Background: an optimization exercise with open tools, aiming at small area, a short achievable clock period and few clock cycles per item. Do not read the settings as production practice. Function was checked by simulation only, so behaviour that the tests miss may differ from the original. No activity file was given, so power comes from the tool's default toggle rates.

v17:
## mult8
module mult8(clk, nRST, c_ALL, m_busy, a_data, b_data, mult_out, m_finish);
For scale: roughly 310 cells after synthesis, ~37 I/O pins.
==> flow/config.mk <==
export PLATFORM = sky130hd
export DESIGN_NAME = mult8
export DESIGN_NICKNAME = mult8
export VERILOG_FILES = /design/flow/design.v
export SDC_FILE = /design/flow/constraint.sdc
export NUM_CORES = 4
export LEC_CHECK = 0
export CAP_MARGIN = 20
export CORE_MARGIN = 2
export CORE_UTILIZATION = 40
export CTS_BUF_LIST = sky130_fd_sc_hd__clkbuf_4
export CTS_CLUSTER_DIAMETER = 20
export GPL_TIMING_DRIVEN = 0
export PLACE_DENSITY = 0.6
export SLEW_MARGIN = 20
==> flow/constraint.sdc <==
create_clock -name core_clock -period 5.0 [get_ports {clk}]
set_input_delay 1.0000 -clock core_clock [delete_from_list [all_inputs] [get_ports {clk}]]
set_output_delay 1.0000 -clock core_clock [all_outputs]
set_load 0.01 [all_outputs]
standard.sh (not shown) runs the stock make flow with config.mk's settings and CLKGATE_MAP_FILE= SYNTH_SCRIPT=/design/flow/synth_recipe.tcl, a recipe that flattens the netlist after the stock synthesis.
==> flow/flow/run.sh <==
#!/bin/bash
# Own layout flow: the standard flow (standard.sh), with its synthesis
# script swapped for flow/synth.tcl, which sources the standard script
# synth_recipe.tcl but skips full-adder extraction and maps with flow/map.abc.
set -euo pipefail
work=$(pwd)
export MY_WORK_DIR=$work
export MY_FLOW_DIR=$work/flow
sed -e "s#SYNTH_SCRIPT=[^ ]*#SYNTH_SCRIPT=$work/flow/synth.tcl ADDER_MAP_FILE= BUFFER_PORTS_ARGS=\"-buffer_cell sky130_fd_sc_hd__buf_1\"#" standard.sh > own_standard.sh
bash own_standard.sh > own_flow.log 2>&1
==> flow/flow/map.abc <==
strash
dch
map -D 1700
topo
stime -c
buffer -c
upsize -c -D 1700
dnsize -c -D 1700
stime -c
==> flow/flow/map_out.abc <==
strash
dch
map -D 1200
topo
stime -c
buffer -c
upsize -c -D 1200
dnsize -c -D 1200
stime -c
==> flow/flow/synth.tcl <==
# Standard synthesis (synth_recipe.tcl, sourced unchanged) with two changes made
# from outside it: no full-adder extraction (ADDER_MAP_FILE is left empty on
# make's command line) and ABC technology mapping with delay-driven scripts:
# flow/map_out.abc for the logic between the registers and the outputs, then
# flow/map.abc for the rest.
proc abc {args} {
  set out {}
  set skip 0
  foreach a $args {
    if {$skip} { set skip 0; continue }
    if {$a eq "-script" || $a eq "-D"} { set skip 1; continue }
    lappend out $a
  }
  set dir $::env(MY_FLOW_DIR)
  if {[file exists $dir/map_out.abc]} {
    yosys select -set outcone o:* %ci*:-sky130_fd_sc_hd__edfxtp_1:-sky130_fd_sc_hd__dfrtp_1:-sky130_fd_sc_hd__dfxtp_1 t:\$_* %i
    puts "abc override: output cone with $dir/map_out.abc"
    yosys abc -script $dir/map_out.abc {*}$out @outcone
  }
  puts "abc override: rest with $dir/map.abc"
  yosys abc -script $dir/map.abc {*}$out
}
source $::env(MY_WORK_DIR)/synth_recipe.tcl
Testbench counts of v17, summed over its fixed seeds: cycles 3,200, items 3,200.
Inputs modified between v17 and v23:
==> flow/flow/map.abc <==
strash
dch
map -D 1800
topo
stime -c
buffer -c
upsize -c -D 1800
dnsize -c -D 1800
stime -c
diff --git a/flow/config.mk b/flow/config.mk
--- a/flow/config.mk
+++ b/flow/config.mk
@@ -12 +11,0 @@
-export CTS_CLUSTER_DIAMETER = 20
--- outcome ---
Looking at routed wire length on met2, v23 sits 41 µm above v17. Summary of v23 over v17: area growth from synthesis to layout was more or less identical, number of placed cells counting well taps went down by about 1.2%, utilization went up by 1.1 points, die area went down by 2.8%, final wirelength went up by about 0.5%. [compare] base=v17 new=v23: number of non-clock buffers in the layout lower, worst setup slack lower, die outline width lower, power roughly the same.
Here is what was changed in the inputs of v18 compared with v23.
diff --git a/flow/flow/run.sh b/flow/flow/run.sh
--- a/flow/flow/run.sh
+++ b/flow/flow/run.sh
@@ -9 +9 @@
-sed -e "s#SYNTH_SCRIPT=[^ ]*#SYNTH_SCRIPT=$work/flow/synth.tcl ADDER_MAP_FILE= BUFFER_PORTS_ARGS=\"-buffer_cell sky130_fd_sc_hd__buf_1\"#" standard.sh > own_standard.sh
+sed -e "s#SYNTH_SCRIPT=[^ ]*#SYNTH_SCRIPT=$work/flow/synth.tcl ADDER_MAP_FILE= BUFFER_PORTS_ARGS=\"-buffer_cell sky130_fd_sc_hd__buf_2\"#" standard.sh > own_standard.sh
==> flow/flow/map.abc <==
strash
dch
map -D 1600
topo
stime -c
buffer -c
upsize -c -D 1600
dnsize -c -D 1600
stime -c
==> flow/flow/map_out.abc <==
strash
dch
map -D 900
topo
stime -c
buffer -c
upsize -c -D 900
dnsize -c -D 900
stime -c
diff --git a/flow/config.mk b/flow/config.mk
--- a/flow/config.mk
+++ b/flow/config.mk
@@ -11 +10,0 @@
-export CTS_BUF_LIST = sky130_fd_sc_hd__clkbuf_4
@@ -13,0 +13 @@
+export SETUP_SLACK_MARGIN = 2.2
==> comparison <==
Diff v23 and v18: routed wire length on met2 higher in v18. Of v23 and v18, the higher post-route minimum period belongs to v23. Diff v23 and v18: area added between synthesis and finish higher in v18. Looking at source of the critical timing path, the b_data[5] result is from v23; the b_data[3] one comes from v18. Summed area of non-filler cells in the final layout up 29% in v18 wrt v23. Sequential group share of total power was lower in v18 than in v23. | net switching power of the design | v18 vs v23 | worse |. v18 against v23: via count went up by 268, share of the clock period used by the worst path decreased 6.1 points.
Input changes introduced in v6 (baseline for comparison: v18):
diff --git a/flow/flow/run.sh b/flow/flow/run.sh
--- a/flow/flow/run.sh
+++ b/flow/flow/run.sh
@@ -9 +9 @@
-sed -e "s#SYNTH_SCRIPT=[^ ]*#SYNTH_SCRIPT=$work/flow/synth.tcl ADDER_MAP_FILE= BUFFER_PORTS_ARGS=\"-buffer_cell sky130_fd_sc_hd__buf_2\"#" standard.sh > own_standard.sh
+sed -e "s#SYNTH_SCRIPT=[^ ]*#SYNTH_SCRIPT=$work/flow/synth.tcl ADDER_MAP_FILE= BUFFER_PORTS_ARGS=\"-buffer_cell sky130_fd_sc_hd__buf_1\"#" standard.sh > own_standard.sh
==> flow/flow/map_out.abc <==
strash
dch
map -D 1200
topo
stime -c
buffer -c
upsize -c -D 1200
dnsize -c -D 1200
stime -c
diff --git a/flow/config.mk b/flow/config.mk
--- a/flow/config.mk
+++ b/flow/config.mk
@@ -11 +11,2 @@
-export GPL_TIMING_DRIVEN = 0
+export CTS_BUF_LIST = sky130_fd_sc_hd__clkbuf_4
+export GPL_TIMING_DRIVEN = 1
@@ -13 +13,0 @@
-export SETUP_SLACK_MARGIN = 2.2
Findings:
Looking only at slew of the pin with the lowest slew margin, and setting everything else aside, the lower value of v6 and v18 goes to v18.
Looking at data required time of the critical path across v6 and v18, the one that comes out lower is v18.
Summary of v6 over v18: per-cell routed wire length lost 3.2%, area of the core region fell 1.2%.
Compared with v18, in v6 detailed-routing wirelength on met1 went down about 0.64%; total instance count after detailed placement went down 6.
Modified inputs, v43 compared to v6
diff --git a/flow/config.mk b/flow/config.mk
--- a/flow/config.mk
+++ b/flow/config.mk
@@ -12,2 +12,2 @@
-export GPL_TIMING_DRIVEN = 1
-export PLACE_DENSITY = 0.6
+export GPL_TIMING_DRIVEN = 0
+export PLACE_DENSITY = 0.5
## What came out
v43 ended with every stage complete and zero timing, DRC or antenna violations. Clock network power share in v43 is 0.2 points higher than in v6. Top fanout value on the critical path, v6 and v43: smaller value in v43. When the final numbers for v6 and v43 were put side by side, the portion of the clock cycle consumed by the worst path in the final layout turned out to be smaller in v43. STATUS maximum clock frequency: v43 wins against v6.

[port drivers added, routing unchanged]
No port has a modelled driver above. Below, the same layouts with a new extraction and two added sets of constraints. Step 1 (the two cells are an assumption about what drives the block):
set clk [get_ports {clk}]
set_driving_cell -lib_cell sky130_fd_sc_hd__clkbuf_16 $clk
set_driving_cell -lib_cell sky130_fd_sc_hd__buf_2 [delete_from_list [all_inputs] $clk]
Step 2 times the ports against the registers' clock, not the clock port: input delays grow and output delays shrink by t, the midpoint of the rising clock arrivals with the driver on. Three values: no drivers, after step 1, after step 2; two values: the first two.
run | t, ns | slack for setup (ns) | slew at the worst register clock pin (ns) | cell pins on the clock port's net
v17 | 0.330 | 2.055 / 2.060 / 1.731 | 0.12 / 0.12 | 1
v23 | 0.334 | 1.851 / 1.855 / 1.521 | 0.13 / 0.13 | 1
v18 | 0.289 | 2.154 / 2.121 / 1.832 | 0.08 / 0.08 | 1
v6 | 0.326 | 1.681 / 1.686 / 1.360 | 0.12 / 0.12 | 1
v43 | 0.328 | 2.062 / 2.066 / 1.738 | 0.11 / 0.11 | 1
After both steps setup and hold are still met in every run listed. The setup slack of v23, which loses most, moves by +0.004 ns with the drivers and by -0.330 ns with both steps.
